What follows belongs to an exercise in optimizing a design on an open flow for small area and a short achievable clock period; a production flow would make more cautious choices. Where RTL was checked, it was by simulation tests only, not by an equivalence proof against the original. Power is estimated from default activity; no workload was simulated.

main:
Design Compressor, start of the top module:
module Compressor(CLK_8,RESET,Pixel,OB,SCLK);
input wire RESET,CLK_8;
input wire [7:0] Pixel;
output wire OB,SCLK;
function [15:0] f_add(input [15:0] a, input [15:0] b, input ci);
    integer i;
    reg c;
    begin
        c = ci;
        for (i = 0; i < 16; i = i + 1) begin
            f_add[i] = a[i] ^ b[i] ^ c;
            c = (a[i] & b[i]) | (c & (a[i] ^ b[i]));
        end
    end
endfunction
function [15:0] f_inc(input [15:0] a, input ci);
    integer i;
    reg c;
    begin
        c = ci;
        for (i = 0; i < 16; i = i + 1) begin
            f_inc[i] = a[i] ^ c;
            c = a[i] & c;
        end
    end
endfunction
reg [2:0] ph;
wire [2:0] ph_inc;
assign ph_inc = f_inc(ph, 1'b1);
always @(posedge CLK_8)
    if (RESET) ph <= 3'd0;
    else       ph <= ph_inc;
wire e0 = (ph == 3'd0);
wire e7 = (ph == 3'd7);
reg [8:0] rsum, rdif;
reg [1:0] turn;
reg [3:0] Cnt;
wire clip_c = (rsum < 9'd75) | (rsum > 9'd435)
            | (~rdif[8] & (rdif[7:0] > 8'd180))
            | ( rdif[8] & (rdif[7:0] < 8'd76));
wire nf_c = (rsum == 9'd0);
wire fp_c = (rsum == 9'd75) & (rdif == 9'd75);
wire tp_c = (rsum == 9'd77) & (rdif == 9'd77);
wire c0 = (Cnt == 4'd0), c1 = (Cnt == 4'd1), c2 = (Cnt == 4'd2), c3 = (Cnt == 4'd3);
wire c6 = (Cnt == 4'd6), c7 = (Cnt == 4'd7), c8 = (Cnt == 4'd8), c9 = (Cnt == 4'd9);
wire vss_c = (~tp_c | c6) & (c0 | c3 | c6 | c7 | c8 | c9);
wire v1_c = c1 | c2 | c7 | c8;
wire v2_c = c7 | c8;
wire uv_c = ~clip_c & (turn != 2'b00);
wire f_clip = clip_c;
wire f_vc   = vss_c & ~clip_c;
wire f_nf   = nf_c;
wire f_x1   = uv_c;
wire f_d1   = uv_c & v1_c & ~fp_c;
wire f_x2   = uv_c & v1_c;
wire f_d2   = uv_c & v2_c & ~tp_c;
wire [7:0] rs_inc2;
wire [8:0] rs_inc, rd_inc;
wire [3:0] cnt_inc;
assign rs_inc = f_inc(rsum, 1'b1);
assign rs_inc2 = f_inc(rsum[8:1], 1'b1);      
assign rd_inc = f_inc(rdif, 1'b1);
assign cnt_inc = f_inc(Cnt, 1'b1);
always @(posedge CLK_8)
  ...
Size: about 360 flip-flops, ~12 I/O pins.
==> flow/config.mk <==
export PLATFORM = sky130hd
export DESIGN_NAME = Compressor
export DESIGN_NICKNAME = Compressor
export VERILOG_FILES = /design/flow/design.v
export SDC_FILE = /design/flow/constraint.sdc
export NUM_CORES = 4
export LEC_CHECK = 0
export CAP_MARGIN = 20
export CORE_MARGIN = 2
export CORE_UTILIZATION = 60
export CTS_BUF_LIST = sky130_fd_sc_hd__clkbuf_16
export CTS_CLUSTER_DIAMETER = 100
export CTS_CLUSTER_SIZE = 30
export SLEW_MARGIN = 20
==> flow/constraint.sdc <==
create_clock -name core_clock -period 16.0 [get_ports {CLK_8}]
set_input_delay 3.2000 -clock core_clock [delete_from_list [all_inputs] [get_ports {CLK_8}]]
set_output_delay 3.2000 -clock core_clock [all_outputs]
set_load 0.01 [all_outputs]
standard.sh (not shown) runs the stock make flow with config.mk's settings and CLKGATE_MAP_FILE= SYNTH_SCRIPT=/design/flow/synth_recipe.tcl, a recipe that flattens the netlist after the stock synthesis.
==> flow/flow/run.sh <==
#!/bin/bash
export BUFFER_PORTS_ARGS="-buffer_cell sky130_fd_sc_hd__buf_2"
export SETUP_SLACK_MARGIN=11.9
export CTS_ARGS="-sink_clustering_enable -repair_clock_nets -sink_clustering_size 30 -sink_clustering_max_diameter 100 -buf_list sky130_fd_sc_hd__clkbuf_16 -dont_use_dummy_load"
bash standard.sh > standard.log 2>&1
### main -> the feature branch
-- flow/design.v --
<<< main, line 110
reg  [8:0] Ya;
always @(posedge CLK_8) Ya <= yt;
wire [8:0] yu;
assign yu = f_add({1'b0,rG}, {1'b0,Ya[8:1]}, 1'b0);
reg  [5:0] Yb;                          
always @(posedge CLK_8) Yb <= yu[8:3];
wire [5:0] yr;
assign yr = f_inc({1'b0,Yb[5:1]}, Yb[0]);
reg  [4:0] P1y;
always @(posedge CLK_8) P1y <= yr[5] ? 5'd31 : yr[4:0];
reg [5:0] cX1, cX2, oX1, oX2;
reg [6:0] cDp, oDp;
>>> the feature branch, line 110
reg  [8:0] Ya;
always @(posedge CLK_8) Ya <= yt;
wire [8:0] g8 = {f_inc({3'b000,rG[7:3]}, 1'b1), rG[2:0]};
wire [9:0] yu;
assign yu = f_add({1'b0,g8}, {2'b0,Ya[8:1]}, 1'b0);
reg  [5:0] Yb;                          
always @(posedge CLK_8) Yb <= yu[9:4];
wire [4:0] P1y = Yb[5] ? 5'd31 : Yb[4:0];
reg [5:0] cX1, cX2, oX1, oX2;
reg [6:0] cDp, oDp;
<<< main, line 180
reg [2:0]  NY, NU;
wire [2:0] N_in = (turn == 2'b00) ? NY : NU;
reg [3:0] leadA;
always @(*)
    casez (ac0)
        12'b1???????????: leadA = 4'd11;
        12'b01??????????: leadA = 4'd10;
        12'b001?????????: leadA = 4'd9;
        12'b0001????????: leadA = 4'd8;
        12'b00001???????: leadA = 4'd7;
        12'b000001??????: leadA = 4'd6;
        12'b0000001?????: leadA = 4'd5;
        12'b00000001????: leadA = 4'd4;
        12'b000000001???: leadA = 4'd3;
        12'b0000000001??: leadA = 4'd2;
        12'b00000000001?: leadA = 4'd1;
        default:          leadA = 4'd0;
    endcase
wire [1:0] leadN = N_in[2] ? 2'd3 : N_in[1] ? 2'd2 : N_in[0] ? 2'd1 : 2'd0;
wire [3:0] kdiff;
assign kdiff = f_add(leadA, {2'b11,~leadN}, 1'b1);
reg [3:0] Ka;
always @(posedge CLK_8) Ka <= kdiff;
wire [5:0] shN = {2'b00,N_in,1'b0} << Ka[1:0];
reg [1:0] Kb;
always @(posedge CLK_8)
    if (Ka[3])                           Kb <= 2'b00;
    else if (Ka[2] | (Ka[1:0] == 2'b11)) Kb <= 2'b11;
    else if (ac0[5:0] > shN)             Kb <= Ka[1:0] + 2'b01;
    else                                 Kb <= Ka[1:0];
wire [8:0]  quo = P6 >> Kb;
reg  [2:0]  rem;
>>> the feature branch, line 178
reg [2:0]  NY, NU;
wire [2:0] N_in = (turn == 2'b00) ? NY : NU;
wire [1:0] L = N_in[2] ? 2'd3 : N_in[1] ? 2'd2 : N_in[0] ? 2'd1 : 2'd0;
reg kneg, kbig, kge3, kb2, kb1;
always @(*)
    case (L)
        2'd0: begin kneg = 1'b0;          kbig = |ac0[11:8];  kge3 = |ac0[11:3]; kb2 = ac0[2]; kb1 = ac0[1]; end
        2'd1: begin kneg = ~|ac0[11:1];   kbig = |ac0[11:9];  kge3 = |ac0[11:4]; kb2 = ac0[3]; kb1 = ac0[2]; end
        2'd2: begin kneg = ~|ac0[11:2];   kbig = |ac0[11:10]; kge3 = |ac0[11:5]; kb2 = ac0[4]; kb1 = ac0[3]; end
        default: begin kneg = ~|ac0[11:3]; kbig = ac0[11];    kge3 = |ac0[11:6]; kb2 = ac0[5]; kb1 = ac0[4]; end
    endcase
wire gt0 = ac0[5:0] > {2'b00,N_in,1'b0};
wire gt1 = ac0[5:0] > {1'b0,N_in,2'b00};
wire gt2 = ac0[5:0] > {N_in,3'b000};
reg [1:0] Kb;
always @(posedge CLK_8)
    if (kneg | kbig)   Kb <= 2'b00;
    else if (kge3)     Kb <= 2'b11;
    else if (kb2)      Kb <= gt2 ? 2'd3 : 2'd2;
    else if (kb1)      Kb <= gt1 ? 2'd2 : 2'd1;
    else               Kb <= gt0 ? 2'd1 : 2'd0;
wire [8:0]  quo = P6 >> Kb;
reg  [2:0]  rem;
==> notes.md <==
The feature branch ended with less fraction of final layout cells sized beyond drive strength 1 than main. The final layout from the feature branch, which completed every stage, passed the timing, DRC and antenna checks at the end of the flow. Cmp the feature branch and main / post-CTS setup-driven buffer insertion count / lower: main. Maximum clock insertion buffer count: main vs the feature branch identical. Minimum clock period after layout on the feature branch is ahead of main. The feature branch vs main — gate count of the mapped netlist rose 23.
Function not checked in the feature branch: the RTL went through the layout flow alone.


Another version of the RTL of Compressor (not shown whole).
Size: about 1400 cells after synthesis, ~340 flip-flops, about 12 I/O pins.
Settings: LEC_CHECK=0, CAP_MARGIN=20, CORE_MARGIN=2, CORE_UTILIZATION=60, CTS_BUF_LIST=sky130_fd_sc_hd__clkbuf_16, CTS_CLUSTER_DIAMETER=100, CTS_CLUSTER_SIZE=30, SLEW_MARGIN=20; clock period 16.0 ns.
Scripts as last shown in full above: flow/flow/run.sh
The baseline passed the timing, DRC and antenna checks.
Change:
--- a/flow/design.v
+++ b/flow/design.v
@@ -92,17 +92,18 @@
 wire [7:0] dx = (turn == 2'b00) ? rR : rG;
 wire [7:0] dy = (turn == 2'b00) ? rG : rB;
 wire [5:0] ddlo;
 assign ddlo = f_add({1'b0,dx[4:0]}, {1'b0,~dy[4:0]}, 1'b1);
 reg  [3:0] Dlo;                         
 always @(posedge CLK_8) Dlo <= {ddlo[5], ddlo[4:2]};
 wire [4:0] ddhi;
 assign ddhi = f_add({2'b00,dx[7:5]}, {2'b11,~dy[7:5]}, Dlo[3]);
-wire [3:0] Dhi = ddhi[3:0];             
+reg  [3:0] Dhi;                         
+always @(posedge CLK_8) Dhi <= ddhi[3:0];
 wire [6:0] Q = {Dhi, Dlo[2:0]};         
 wire [6:0] uvr;                         
 assign uvr = f_inc({Q[6],Q[6:1]}, Q[0]);
 wire [5:0] uvq = (uvr == 7'd32) ? 6'd31 : uvr[5:0];
 reg  [5:0] P1;                          
 always @(posedge CLK_8) if (e0) P1 <= uvq;
 wire [8:0] yt;
 assign yt = f_add({1'b0,rR}, {1'b0,rB}, 1'b0);
- power drops slightly
- worst setup slack gains 0.0079 ns
- cell area stays flat
- synthesized cell count climbs slightly
- clock skew hardly moves
- via count barely changes
- wire length drops slightly
- register-to-register slack gains 0.05 ns
- synthesized area climbs slightly
- clock power stays flat
- core utilization drops by 0.34 points
- critical path depth is unchanged
- clock-buffer cell count stays the same
The RTL of the first run of this note was laid out without a check of its function.

[afterwards: timing with drivers on the ports]
In the flow no input, the clock included, has a driving cell. The finished layouts below were timed again as built, in two steps. Step 1: set_driving_cell puts a clkbuf_16 on CLK_8 and a buf_2 on each other input, an assumption about the parent block. Step 2 adds t to the input delays and takes it off the output delays; t is the mean of the earliest and latest rising clock arrival at the registers after step 1. Input paths then give back, and output paths get back, about the clock's delay inside the block. Slacks: ideal ports / drivers / drivers and shift; pairs: ideal ports / drivers.
run	shift t [ns]	setup WS [ns]	hold slack, ns
main	0.536	11.797 / 11.745 / 11.613	0.412 / 0.412 / 0.412
the feature branch	0.547	11.839 / 11.793 / 11.636	0.405 / 0.405 / 0.405
the first run of note 2	0.540	11.849 / 11.801 / 11.679	0.411 / 0.411 / 0.411
the second run of note 2	0.544	11.857 / 11.808 / 11.700	0.416 / 0.416 / 0.416
After both steps setup and hold are still met in every run listed. The setup slack of the feature branch, which loses most, moves by -0.046 ns with the drivers and by -0.203 ns with both steps.
